Source: an optimization exercise on an open RTL-to-GDS flow (aim: small area and a short achievable clock period). Production flows keep margins and buffers that such runs may drop. Power is estimated from default activity; no workload was simulated.

## DSP
module DSP(A,B,C,D,CLK,CARRYIN,OPMODE,BCIN,RSTA,RSTB,RSTM,RSTP,RSTC,RSTD,RSTCARRYIN,RSTOPMODE,
          CEA,CEB,CEM,CEP,CEC,CED,CECARRYIN,CEOPMODE,PCIN,BCOUT,PCOUT,P,M,CARRYOUT,CARRYOUTF);
Size: ~230 flip-flops, roughly 350 I/O pins.
Settings: LEC_CHECK=0, CAP_MARGIN=20, CORE_MARGIN=2, CORE_UTILIZATION=55, SETUP_SLACK_MARGIN=4.2, SLEW_MARGIN=20, SYNTH_HIERARCHICAL=1, SYNTH_MINIMUM_KEEP_SIZE=0; clock period 8.0 ns.
standard.sh (not shown) runs the stock make flow with config.mk's settings and CLKGATE_MAP_FILE= SYNTH_SCRIPT=/design/flow/synth_recipe.tcl, a recipe that flattens the netlist after the stock synthesis.
==> flow/flow/run.sh <==
#!/bin/bash
# Standard layout with two changes: the port buffers are plain buf_1 cells
# instead of the default delay buffers, and ABC maps for a lighter load, so
# that it picks the smaller cell sizes and leaves sizing to the resizer.
export BUFFER_PORTS_ARGS="-buffer_cell sky130_fd_sc_hd__buf_1"
bash standard.sh ABC_LOAD_IN_FF=1 finish > standard.log 2>&1
Rerun with:
--- a/flow/design.v
+++ b/flow/design.v
@@ -8,13 +8,14 @@
     output CARRYOUT,CARRYOUTF;
     output [17:0] BCOUT;
     output [35:0] M;
     output [47:0] P,PCOUT;
     reg [17:0] D_r, A_r, B_r;
     reg [47:0] C_r, P_r;
-    reg [7:0]  OP_r;
+    reg [7:4]  OP_r;
+    reg [2:0]  XS_r, ZS_r;
     reg        CYI_r, CYO_r;
     reg        A_z, C_z, M_z;    
     reg [34:0] MS_r;    
     reg [26:0] MC_r;    
     wire [17:0] Dx = D_r ^ {18{OP_r[6]}};
     wire pa_gn0_0;
@@ -2019,30 +2020,17 @@
     assign ma_s_23 = ma_p_24 ^ ma_g5_23;
     assign ma_s_24 = ma_p_25 ^ ma_g5_24;
     assign ma_s_25 = ma_p_26 ^ ma_g5_25;
     assign ma_s_26 = ma_p_27 ^ ma_g5_26;
     assign ma_s_27 = ma_p_28 ^ ma_g5_27;
     wire [35:0] msum = {ma_s_27, ma_s_26, ma_s_25, ma_s_24, ma_s_23, ma_s_22, ma_s_21, ma_s_20, ma_s_19, ma_s_18, ma_s_17, ma_s_16, ma_s_15, ma_s_14, ma_s_13, ma_s_12, ma_s_11, ma_s_10, ma_s_9, ma_s_8, ma_s_7, ma_s_6, ma_s_5, ma_s_4, ma_s_3, ma_s_2, ma_s_1, ma_s_0, MS_r[7], MS_r[6], MS_r[5], MS_r[4], MS_r[3], MS_r[2], MS_r[1], MS_r[0]};
-    wire [35:0] mraw = ~msum;
-    assign mprod = mraw & {36{~M_z}};
+    assign mprod = ~msum;
     assign M = mprod;
-    reg [47:0] X, Z;
-    always @(*) begin
-        case (OP_r[1:0])
-        2'd0: X = 48'd0;
-        2'd1: X = M_z ? 48'd0 : {{12{mraw[35]}}, mraw};
-        2'd2: X = P_r;
-        default: X = {D_r[11:0], (A_r & {18{~A_z}}), B_r};
-        endcase
-        case (OP_r[3:2])
-        2'd0: Z = 48'd0;
-        2'd1: Z = PCIN;
-        2'd2: Z = P_r;
-        default: Z = (C_r & {48{~C_z}});
-        endcase
-    end
+    wire [47:0] X = ({48{XS_r[0]}} & {{12{mprod[35]}}, mprod}) | ({48{XS_r[1]}} & P_r) |
+                    ({48{XS_r[2]}} & {D_r[11:0], (A_r & {18{~A_z}}), B_r});
+    wire [47:0] Z = ({48{ZS_r[0]}} & PCIN) | ({48{ZS_r[1]}} & P_r) | ({48{ZS_r[2]}} & (C_r & {48{~C_z}}));
     wire sub = OP_r[7];
     wire [47:0] Zs = Z ^ {48{sub}};
     wire pp_gn0_0;
     wire pp_gn0_1;
     wire pp_tn0_1;
     wire pp_p_1;
@@ -2854,18 +2842,23 @@
     wire [47:0] psum = {pp_s_47, pp_s_46, pp_s_45, pp_s_44, pp_s_43, pp_s_42, pp_s_41, pp_s_40, pp_s_39, pp_s_38, pp_s_37, pp_s_36, pp_s_35, pp_s_34, pp_s_33, pp_s_32, pp_s_31, pp_s_30, pp_s_29, pp_s_28, pp_s_27, pp_s_26, pp_s_25, pp_s_24, pp_s_23, pp_s_22, pp_s_21, pp_s_20, pp_s_19, pp_s_18, pp_s_17, pp_s_16, pp_s_15, pp_s_14, pp_s_13, pp_s_12, pp_s_11, pp_s_10, pp_s_9, pp_s_8, pp_s_7, pp_s_6, pp_s_5, pp_s_4, pp_s_3, pp_s_2, pp_s_1, pp_s_0};
     wire cout = pp_g7_48;
     always @(posedge CLK) begin
         if (RSTD) D_r <= 18'd0; else if (CED) D_r <= D;
         if (RSTC) C_z <= 1'b1; else if (CEC) C_z <= 1'b0;
         if (CEC) C_r <= C;
-        if (RSTOPMODE) OP_r <= 8'd0; else if (CEOPMODE) OP_r <= OPMODE;
+        if (RSTOPMODE) begin OP_r <= 4'd0; XS_r <= 3'd0; ZS_r <= 3'd0; end
+        else if (CEOPMODE) begin
+            OP_r <= OPMODE[7:4];
+            XS_r <= {OPMODE[1:0] == 2'd3, OPMODE[1:0] == 2'd2, OPMODE[1:0] == 2'd1};
+            ZS_r <= {OPMODE[3:2] == 2'd3, OPMODE[3:2] == 2'd2, OPMODE[3:2] == 2'd1};
+        end
         if (RSTA) A_z <= 1'b1; else if (CEA) A_z <= 1'b0;
         if (CEA) A_r <= A;
         if (RSTB) B_r <= 18'd0; else if (CEB) B_r <= B_n;
-        if (RSTM | (CEM & A_z)) M_z <= 1'b1; else if (CEM) M_z <= 1'b0;
-        if (CEM) begin MS_r <= row0; MC_r <= row1; end
+        if (RSTM | (CEM & A_z)) begin MS_r <= {35{1'b1}}; MC_r <= {27{1'b1}}; end
+        else if (CEM) begin MS_r <= row0; MC_r <= row1; end
         if (RSTCARRYIN) begin CYI_r <= 1'b0; CYO_r <= 1'b0; end
         else if (CECARRYIN) begin CYI_r <= OP_r[5]; CYO_r <= cout; end
         if (RSTP) P_r <= 48'd0; else if (CEP) P_r <= psum;
     end
     assign P = P_r;
     assign PCOUT = P_r;
Effect: Via count grows by 5.8%; die area rises by 0.81%; sequential power fell by 12%; cell area went up by about 0.36%; sequential cell count rises by 1; global-route usage went up by 0.45 points; total power decreases by 21%; clock power goes down by about 8%; maximum frequency went up by 5.9%; wire length rose by 3.7%.
No run of this note included a check of the RTL's function; only the layout flow was run.

==> static timing again, ports no longer ideal <==
How much do the figures lean on ideal ports? The routed layouts below were timed once more, with nothing changed but the port constraints.
Step 1, drivers: a clkbuf_16 drives CLK and a buf_2 each remaining input, both assumed.
Step 2 times the ports against the registers' clock, not the clock port: input delays grow and output delays shrink by t, the midpoint of the rising clock arrivals with the driver on.
a / b / c = ideal / step 1 / step 2; a / b = the first two.
run | t, ns | setup slack, ns | hold WS [ns] | cell pins on the clock port's net
the first run | 0.641 | 3.842 / 3.782 / 3.688 | 0.544 / 0.544 / 0.544 | 1
the second run | 0.658 | 4.072 / 4.013 / 3.663 | 0.508 / 0.508 / 0.508 | 1
After both steps every run listed still meets setup and hold. For the second run, which loses most, drivers alone change the setup slack by -0.059 ns; drivers and shift together by -0.409 ns.
